From an optimization exercise on the open Yosys and OpenROAD flow, aimed at small area; shortcuts taken in it are not production practice.
Where RTL was checked, it was by simulation tests only, not by an equivalence proof against the original.
Power is estimated from default activity; no workload was simulated.

==> flow/design.v (excerpt) <==
module Follower(clk,RST_n,led,a2d_SS_n,SCLK,MISO,MOSI,rev_rht,
                rev_lft,fwd_rht,fwd_lft,IR_in_en,IR_mid_en,IR_out_en,
				in_transit,OK2Move,buzz,buzz_n,BC,RX);
  input clk,RST_n;			 
  input MISO;				 
  input BC;					 
  input OK2Move;			 
  input RX;					 
  output [7:0] led;				 
  output a2d_SS_n,SCLK,MOSI;	 
  output rev_rht,fwd_rht;		 
  output rev_lft,fwd_lft;		 
  output IR_in_en,IR_mid_en,IR_out_en;	 
  output buzz,buzz_n;			 
  output in_transit;			 
  wire [10:0] lft, rht;
  wire [7:0] cmd;
  wire [7:0] ID;
  wire [11:0] A2D_res;
  wire [2:0] chnnl;
  wire [9:0] pwm_cnt;
  wire cmd_rdy, ID_vld, clr_ID_vld;
  wire cnv_cmplt, strt_cnv, go;
  wire rst_n;
  reset_synch iRST(.clk(clk), .RST_n(RST_n), .rst_n(rst_n));
  dig_core iCORE(.clk(clk),.rst_n(rst_n),.cmd_rdy(cmd_rdy),.cmd(cmd),.led(led),
                 .lft(lft),.rht(rht),.buzz(buzz),.buzz_n(buzz_n),.in_transit(in_transit),
                 .OK2Move(OK2Move),.ID(ID),.clr_ID_vld(clr_ID_vld),.ID_vld(ID_vld),
                 .strt_cnv(strt_cnv),.cnv_cmplt(cnv_cmplt),.chnnl(chnnl),.A2D_res(A2D_res),
  ...
clock: 20.0 ns
lec_check: 0
cap_margin: 20
core_margin: 2
core_utilization: 40
cts_cluster_diameter: 60
cts_cluster_size: 28
slew_margin: 20
run.sh (not shown) runs the stock make flow with config.mk's settings and CLKGATE_MAP_FILE= SYNTH_SCRIPT=/design/flow/synth_recipe.tcl, a recipe that flattens the netlist after the stock synthesis.
The first run completed without violations.
Next try:
--- a/flow/config.mk
+++ b/flow/config.mk
@@ -11,2 +11,2 @@
-export CTS_CLUSTER_DIAMETER = 60
-export CTS_CLUSTER_SIZE = 28
+export CTS_CLUSTER_DIAMETER = 100
+export CTS_CLUSTER_SIZE = 20
Routed wire length stays flat.
Total power falls by 14%.
Sequential power hardly moves.
Combinational power is about the same.
No run of this note included a check of the RTL's function; only the layout flow was run.

Setup of run 1:
Follower, a different RTL version from the one above (not shown whole).
For scale: ~250 flip-flops, roughly 27 I/O pins.
export LEC_CHECK = 0
export CAP_MARGIN = 20
export CORE_MARGIN = 2
export CORE_UTILIZATION = 50
export GPL_ROUTABILITY_DRIVEN = 0
export SLEW_MARGIN = 20
create_clock -name core_clock -period 20.0 [get_ports {clk}]
standard.sh (not shown) runs the stock make flow with config.mk's settings and CLKGATE_MAP_FILE= SYNTH_SCRIPT=/design/flow/synth_recipe.tcl, a recipe that flattens the netlist after the stock synthesis.
==> flow/flow/run.sh <==
#!/bin/bash
# Layout flow: the standard flow (standard synthesis unchanged), with
#  - the port buffers made with the smallest buffer (buf_1) instead of the default,
#  - clock tree synthesis with clkbuf_8 leaf clusters of at most 16 sinks and no
#    dummy loads.
# Every tool's output goes to standard.log in this folder (ORFS also keeps its own
# per-step logs under orfs/logs).
set -o pipefail
CTS="-sink_clustering_enable -repair_clock_nets -sink_clustering_size 16 -sink_clustering_max_diameter 90 -buf_list sky130_fd_sc_hd__clkbuf_8 -dont_use_dummy_load"
bash standard.sh "BUFFER_PORTS_ARGS=-buffer_cell sky130_fd_sc_hd__buf_1" "CTS_ARGS=$CTS" finish > standard.log 2>&1
Modified inputs, run 2 compared to run 1
# run 1
export LEC_CHECK = 0
export CAP_MARGIN = 20
export CORE_MARGIN = 2
export CORE_UTILIZATION = 50
export GPL_ROUTABILITY_DRIVEN = 0
export SLEW_MARGIN = 20
create_clock -name core_clock -period 20.0 [get_ports {clk}]
# run 2
export LEC_CHECK = 0
export CAP_MARGIN = 20
export CORE_MARGIN = 2
export CORE_UTILIZATION = 60
export PLACE_DENSITY = 0.8
export SLEW_MARGIN = 20
create_clock -name core_clock -period 20.0 [get_ports {clk}]
==> comparison <==
- Summary of run 2 over run 1: count of state elements after synthesis shows no meaningful change, tap cell count fell about 17%, first-pass detailed-route iteration total now larger, area of combinational cells with multiple inputs did not really move.
- Static leakage of run 1 is on par with run 2.
- Note that the via count of the first global-routing pass recorded for run 1 amounts to 0.950 times the value seen in run 2.
- Cell count delta for run 2 relative to run 1: 55 lower
Relative to run 2, the following input files were edited for run 3:
# run 2
export LEC_CHECK = 0
export CAP_MARGIN = 20
export CORE_MARGIN = 2
export CORE_UTILIZATION = 60
export PLACE_DENSITY = 0.8
export SLEW_MARGIN = 20
create_clock -name core_clock -period 20.0 [get_ports {clk}]
# run 3
export LEC_CHECK = 0
export CAP_MARGIN = 20
export CORE_MARGIN = 2
export CORE_UTILIZATION = 50
export SLEW_MARGIN = 20
create_clock -name core_clock -period 20.0 [get_ports {clk}]
==> flow/flow/run.sh <==
#!/bin/bash
# Layout flow: the standard flow (standard synthesis unchanged), with
#  - the port buffers made with the smallest buffer (buf_1) instead of the default,
#  - clock tree synthesis with clkbuf_16 leaf clusters of at most 24 sinks and no
#    dummy loads.
# Every tool's output goes to standard.log in this folder (ORFS also keeps its own
# per-step logs under orfs/logs).
set -o pipefail
CTS="-sink_clustering_enable -repair_clock_nets -sink_clustering_size 24 -sink_clustering_max_diameter 90 -buf_list sky130_fd_sc_hd__clkbuf_16 -dont_use_dummy_load"
bash standard.sh "BUFFER_PORTS_ARGS=-buffer_cell sky130_fd_sc_hd__buf_1" "CTS_ARGS=$CTS" finish > standard.log 2>&1
Results
Taking run 2 as the reference, in run 3 number of detailed-routing iterations run before antenna repair shrank by 5, via count now sits lower.
The largest driver fanout on the critical path on run 3 is in line with that on run 2.
Cmp run 3 vs run 2: total wire length after detailed routing higher in run 3
Re post-synthesis register bit count: no difference whatsoever between run 2 and run 3.
#### Input delta (run 4 over run 3)
# run 3
export LEC_CHECK = 0
export CAP_MARGIN = 20
export CORE_MARGIN = 2
export CORE_UTILIZATION = 50
export SLEW_MARGIN = 20
create_clock -name core_clock -period 20.0 [get_ports {clk}]
# run 4
export LEC_CHECK = 0
export CAP_MARGIN = 20
export CORE_MARGIN = 2
export CORE_UTILIZATION = 50
export PLACE_DENSITY = 0.75
export SLEW_MARGIN = 20
create_clock -name core_clock -period 20.0 [get_ports {clk}]
==> flow/flow/run.sh <==
#!/bin/bash
# Layout flow: the standard flow (standard synthesis unchanged), with
#  - the port buffers made with the smallest buffer (buf_1) instead of the default,
#  - clock tree synthesis with clkbuf_8 leaf clusters of at most 16 sinks and no
#    dummy loads.
# Every tool's output goes to standard.log in this folder (ORFS also keeps its own
# per-step logs under orfs/logs).
set -o pipefail
CTS="-sink_clustering_enable -repair_clock_nets -sink_clustering_size 16 -sink_clustering_max_diameter 90 -buf_list sky130_fd_sc_hd__clkbuf_8 -dont_use_dummy_load"
bash standard.sh "BUFFER_PORTS_ARGS=-buffer_cell sky130_fd_sc_hd__buf_1" "CTS_ARGS=$CTS" finish > standard.log 2>&1
Findings:
Diff run 3 -> run 4 | wire length per cell | decrease of about 3.2%
Final standard cell count with taps included and fillers excluded of run 4 exceeds that of run 3 slightly.
Sort run 4 and run 3 by ratio of cells with drive above 1 in the final layout asc -> top: run 3
STATUS area of all placed cells without fillers: run 4 wins against run 3
Relative to run 3, total power decreased by 5.5% in run 4.
Sequential share of layout area was higher in run 4 than in run 3.
Higher detailed-routed wire length on met3 among run 4 and run 3: run 4
Run 4 gives more combinational fraction of design power than run 3 did.
~same endpoint required time on the critical path in run 4 and run 3
Higher switching power share of the total among run 4 and run 3: run 4
